This is an optimization exercise on Yosys and OpenROAD, whose aim is small area, a short achievable clock period and few clock cycles, not a production implementation.
Where RTL was checked, it was by simulation tests only, not by an equivalence proof against the original.

==> flow/design.v (excerpt) <==
module nnctrl ( reset, clk, input_signal, in, category,
                ram_addr, ram_we, ram_wdata, ram_rdata, rom_addr, rom_rdata,
                done, ready, score0, score1 ) ;
	input 		reset, clk ;
	input		input_signal ;
	input[31:0] in ;
	output 		category ;
	output[10:0]	ram_addr ;
	output		ram_we ;
	output[31:0]	ram_wdata ;
	input[31:0]	ram_rdata ;
	output[16:0]	rom_addr ;
	input[31:0]	rom_rdata ;
	output reg	done ;
	output reg	ready ;
	output[31:0]	score0, score1 ;
	localparam INIT = 2'd0, IN = 2'd1, COMP = 2'd2, FIN = 2'd3 ;
	reg [1:0]	state ;
	reg [1:0]	icnt ;
	reg		isig_d ;
	reg		we ;
	reg		f0_en, f0_bias ;	 
	reg [2:1]	f_en ;
	reg [5:1]	f_bias ;
	reg [10:0]	addr_ram ;
	reg [16:0]	addr_rom ;
	reg [6:0]	m ;			 
	reg [15:0]	one_r, two_r, neg_r ;	 
	reg [14:0]	xe_r ;
	reg		sa_r ;
	reg [31:0]	wr ;
	reg [62:12]	sr, cr, tr ;	 
	reg		cl_r ;	 
	reg [31:0]	acc, res ;
	assign ram_addr = addr_ram ;
	assign ram_we = we ;
	assign ram_wdata = res ;
	assign rom_addr = addr_rom ;
	assign score0 = res ;
	assign score1 = acc ;
	wire		en = f_en[2] ;
	wire [32:0]	xb = { ram_rdata, 1'b0 } ;
	wire [15:0]	one_d, two_d, neg_d ;
	genvar j ;
	generate for ( j = 0 ; j < 16 ; j = j+1 ) begin : enc
		wire x1 = xb[2*j+2], x0 = xb[2*j+1], xm = xb[2*j] ;
		assign one_d[j] = en & ( x0 ^ xm ) ;
		assign two_d[j] = ( en & ( ( x1 & ~x0 & ~xm ) | ( ~x1 & x0 & xm ) ) ) | ( j == 15 && f_bias[2] ) ;
		assign neg_d[j] = en & x1 & ~( x0 & xm ) ;
	end endgenerate
	wire [62:12]	tsr, tcr, ttr ;
	wire		tcl ;
  ...
Size in the first run: about 230 I/O pins.
==> flow/config.mk <==
export PLATFORM = sky130hd
export DESIGN_NAME = nnctrl
export DESIGN_NICKNAME = nnctrl
export VERILOG_FILES = /design/flow/design.v
export SDC_FILE = /design/flow/constraint.sdc
export NUM_CORES = 4
export LEC_CHECK = 0
export ABC_CLOCK_PERIOD_IN_PS = 3000
export CAP_MARGIN = 20
export CORE_MARGIN = 2
export CORE_UTILIZATION = 55
export SLEW_MARGIN = 20
==> flow/constraint.sdc <==
create_clock -name core_clock -period 11.0 [get_ports {clk}]
set_input_delay 2.2000 -clock core_clock [delete_from_list [all_inputs] [get_ports {clk}]]
set_output_delay 2.2000 -clock core_clock [all_outputs]
set_load 0.01 [all_outputs]
standard.sh (not shown) runs the stock make flow with config.mk's settings and CLKGATE_MAP_FILE= SYNTH_SCRIPT=/design/flow/synth_recipe.tcl, a recipe that flattens the netlist after the stock synthesis.
==> flow/flow/run.sh <==
#!/bin/bash
set -euo pipefail
W=$(pwd)
R=$W/orfs/results/$FLOW_PLATFORM/nnctrl/base
bash standard.sh synth > synth.log 2>&1
cp $R/1_2_yosys.v $W/synth_standard.v
python3 $W/flow/polarity.py $W/synth_standard.v $W/synth_polarity.v > polarity.log 2>&1
python3 $W/flow/fastfa.py $W/synth_polarity.v $R/1_2_yosys.v 2.8 '^\\?[sctu]r\[' > fastfa.log 2>&1
rm -f $R/1_synth.odb
bash standard.sh finish SETUP_SLACK_MARGIN=7.4 TNS_END_PERCENT=100 "BUFFER_PORTS_ARGS=-buffer_cell sky130_fd_sc_hd__buf_2" > layout.log 2>&1
Other scripts of this flow, unchanged in this note and not shown: flow/flow/fastfa.py, flow/flow/polarity.py
Testbench counts at the start, summed over its fixed seeds: cycles 1,215,690.
==> next run, changes <==
--- a/flow/flow/run.sh
+++ b/flow/flow/run.sh
@@ -8,3 +8,3 @@
 python3 $W/flow/fastfa.py $W/synth_polarity.v $R/1_2_yosys.v 2.8 '^\\?[sctu]r\[' > fastfa.log 2>&1
 rm -f $R/1_synth.odb
-bash standard.sh finish SETUP_SLACK_MARGIN=7.4 TNS_END_PERCENT=100 "BUFFER_PORTS_ARGS=-buffer_cell sky130_fd_sc_hd__buf_2" > layout.log 2>&1
+bash standard.sh finish SETUP_SLACK_MARGIN=7.3 TNS_END_PERCENT=100 "BUFFER_PORTS_ARGS=-buffer_cell sky130_fd_sc_hd__buf_2" > layout.log 2>&1
CORE_UTILIZATION = 62   (was 55)
CTS_BUF_LIST = sky130_fd_sc_hd__clkbuf_8   (was unset)
CTS_CLUSTER_SIZE = 20   (was unset)
Clock-buffer cell count went up by 14.
Global-route usage increases by 1.9 points.
Via count is about the same.
Wire length decreases by 5.3%.
Area after synthesis does not change.
Utilization increases by 6.6 points.
Critical path depth decreases by 1.
Register-to-register slack improves by 0.02 ns.
==> next run, changes <==
--- a/flow/flow/run.sh
+++ b/flow/flow/run.sh
@@ -8,3 +8,3 @@
 python3 $W/flow/fastfa.py $W/synth_polarity.v $R/1_2_yosys.v 2.8 '^\\?[sctu]r\[' > fastfa.log 2>&1
 rm -f $R/1_synth.odb
-bash standard.sh finish SETUP_SLACK_MARGIN=7.3 TNS_END_PERCENT=100 "BUFFER_PORTS_ARGS=-buffer_cell sky130_fd_sc_hd__buf_2" > layout.log 2>&1
+bash standard.sh finish SETUP_SLACK_MARGIN=7.4 TNS_END_PERCENT=100 "BUFFER_PORTS_ARGS=-buffer_cell sky130_fd_sc_hd__buf_2" > layout.log 2>&1
CTS_CLUSTER_DIAMETER = 60   (was unset)
CTS_CLUSTER_SIZE = 25   (was 20)
Effect: The changed run finished with timing, DRC and antenna clean; via count came out higher slightly; cell count came out lower slightly; clock-buffer cell count came out lower by 34; critical path depth came out higher by 1; global-route usage came out higher by 1.1 points; routed wire length stays flat; flip-flop and latch count is unchanged; utilization came out higher by 0.11 points; design area hardly moves.


Another version of the RTL of nnctrl (not shown whole).
Size: about 3600 cells after synthesis, roughly 35000 µm² of cells after synthesis.
Settings: LEC_CHECK=0, CAP_MARGIN=20, CORE_MARGIN=2, CORE_UTILIZATION=40, SLEW_MARGIN=20; clock period 11.0 ns.
run.sh (not shown) runs the stock make flow with config.mk's settings and CLKGATE_MAP_FILE= SYNTH_SCRIPT=/design/flow/synth_recipe.tcl, a recipe that flattens the netlist after the stock synthesis.
Stock flow here: none of the scripts above is used.
Testbench counts at the start, summed over its fixed seeds: cycles 1,215,690.
Rerun with:
Settings changed: ABC_CLOCK_PERIOD_IN_PS from default to 3000, CORE_UTILIZATION 40 to 55, SETUP_SLACK_MARGIN from default to 5.
Final area decreases by 1.1%.
Core utilization increases by 17 points.
Synthesized area stays the same.


Another version of the RTL of nnctrl (not shown whole).
Size in the first run: about 3600 cells after synthesis, ~35000 um^2 of cells after synthesis.
make LEC_CHECK=0 ABC_CLOCK_PERIOD_IN_PS=3000 CAP_MARGIN=20 CORE_MARGIN=2 CORE_UTILIZATION=55 SETUP_SLACK_MARGIN=5 SLEW_MARGIN=20 finish   # period 11.0 ns
Rerun with:
==> flow/flow/run.sh (new file) <==
#!/bin/bash
set -euo pipefail
bash standard.sh synth > synth.log 2>&1
bash standard.sh finish SETUP_SLACK_MARGIN=6.5 TNS_END_PERCENT=100 > layout.log 2>&1
==> flow/standard.sh (new file) <==
#!/bin/bash
# synth_recipe.tcl (not shown) runs the flow's synth.tcl, then flattens the netlist and writes it again
# the make line also repeats each setting of config.mk as NAME=value (left out here)
make -C /OpenROAD-flow-scripts/flow DESIGN_CONFIG=/design/flow/config.mk WORK_HOME=/design/flow/orfs CLKGATE_MAP_FILE= SYNTH_SCRIPT=/design/flow/synth_recipe.tcl "${@:-finish}"
--- a/flow/config.mk
+++ b/flow/config.mk
@@ -12 +11,0 @@
-export SETUP_SLACK_MARGIN = 5
removed: flow/run.sh
What happened:
- The changed run went through all stages and came out clean
- die area does not change
- count of clock-buffer cells in the layout is unchanged
- design area increases by 1.3%
- non-clock buffer count went up by 5
- register-to-register slack gains 0.75 ns
- core utilization went up by 0.80 points
- area after synthesis does not change
Rerun with:
==> flow/flow/run.sh (replaced) <==
#!/bin/bash
set -euo pipefail
bash standard.sh synth > synth.log 2>&1
bash standard.sh finish SETUP_SLACK_MARGIN=7.2 TNS_END_PERCENT=100 > layout.log 2>&1
The changed run finished clean.
Global-route usage goes up by 8.2 points.
Core utilization goes up by 10 points.
Area after synthesis does not change.
Clock-buffer cell count goes up by 1.
Final area is higher by 16%.
First-iteration DRC count came out higher by 50%.
Final cell count is higher by 5.4%.
Routed wire length increases by 26%.
No functional check of the RTL was part of any run of this note.


Another version of the RTL of nnctrl (not shown whole).
Size in the first run: about 2900 cells after synthesis, about 230 I/O pins, ~32000 sq um of cells after synthesis.
==> flow/config.mk <==
export PLATFORM = sky130hd
export DESIGN_NAME = nnctrl
export DESIGN_NICKNAME = nnctrl
export VERILOG_FILES = /design/flow/design.v
export SDC_FILE = /design/flow/constraint.sdc
export NUM_CORES = 4
export LEC_CHECK = 0
export ABC_CLOCK_PERIOD_IN_PS = 3000
export CAP_MARGIN = 20
export CORE_MARGIN = 2
export CORE_UTILIZATION = 55
export SLEW_MARGIN = 20
==> flow/constraint.sdc <==
create_clock -name core_clock -period 11.0 [get_ports {clk}]
set_input_delay 2.2000 -clock core_clock [delete_from_list [all_inputs] [get_ports {clk}]]
set_output_delay 2.2000 -clock core_clock [all_outputs]
set_load 0.01 [all_outputs]
standard.sh (not shown) runs the stock make flow with config.mk's settings and CLKGATE_MAP_FILE= SYNTH_SCRIPT=/design/flow/synth_recipe.tcl, a recipe that flattens the netlist after the stock synthesis.
==> flow/flow/run.sh <==
#!/bin/bash
set -euo pipefail
W=$(pwd)
R=$W/orfs/results/$FLOW_PLATFORM/nnctrl/base
bash standard.sh synth > synth.log 2>&1
cp $R/1_2_yosys.v $W/synth_standard.v
python3 $W/flow/polarity.py $W/synth_standard.v $R/1_2_yosys.v > polarity.log 2>&1
rm -f $R/1_synth.odb
bash standard.sh finish SETUP_SLACK_MARGIN=6.6 TNS_END_PERCENT=100 > layout.log 2>&1
Other scripts of this flow, unchanged in this note and not shown: flow/flow/polarity.py
Testbench counts at the start, summed over its fixed seeds: cycles 1,215,690.
Next try:
--- a/flow/flow/run.sh
+++ b/flow/flow/run.sh
@@ -8,2 +8,2 @@
 rm -f $R/1_synth.odb
-bash standard.sh finish SETUP_SLACK_MARGIN=6.6 TNS_END_PERCENT=100 > layout.log 2>&1
+bash standard.sh finish SETUP_SLACK_MARGIN=7.0 TNS_END_PERCENT=100 > layout.log 2>&1
Effect: Worst setup slack improved by 0.25 ns; fmax is higher by 6.1%; die area stays the same.

## afterwards: timing with drivers on the ports
In the flow no input, the clock included, has a driving cell. The finished layouts below were timed again as built, in two steps. Step 1 assumes that a clkbuf_16 drives the clock port and a buf_2 every other input. Step 2 also shifts input and output timing later by t, the mid clock arrival at the registers, as if the neighbouring blocks saw the same clock. Three values: ideal, step 1, step 2; two values: the first two.
| run | shift t [ns] | setup slack, ns | hold WS [ns] | worst setup path at the end |
|---|---|---|---|---|
| the first run of note 1 | 0.651 | 7.319 / 7.319 / 7.117 | 0.350 / 0.350 / 0.350 | input to register |
| the second run of note 1 | 0.734 | 7.338 / 7.338 / 7.135 | 0.345 / 0.345 / 0.345 | input to register |
| the third run of note 1 | 0.716 | 7.384 / 7.384 / 7.140 | 0.349 / 0.349 / 0.349 | input to register |
| the first run of note 2 | 0.647 | 5.059 / 5.059 / 5.059 | 0.340 / 0.340 / 0.340 | register to register |
| the second run of note 2 | 0.633 | 5.124 / 5.124 / 5.124 | 0.347 / 0.347 / 0.347 | register to register |
| the first run of note 3 | 0.625 | 5.666 / 5.666 / 5.666 | 0.349 / 0.349 / 0.349 | register to register |
| the second run of note 3 | 0.629 | 6.413 / 6.413 / 6.413 | 0.349 / 0.349 / 0.349 | register to register |
| the third run of note 3 | 0.641 | 6.522 / 6.522 / 6.522 | 0.353 / 0.353 / 0.353 | register to register |
| the first run of note 4 | 0.642 | 6.649 / 6.649 / 6.649 | 0.346 / 0.346 / 0.346 | register to register |
| the second run of note 4 | 0.639 | 6.900 / 6.900 / 6.900 | 0.357 / 0.357 / 0.357 | register to register |
After both steps setup and hold are still met in every run listed. The setup slack of the third run of note 1, which loses most, moves by 0.000 ns with the drivers and by -0.244 ns with both steps.
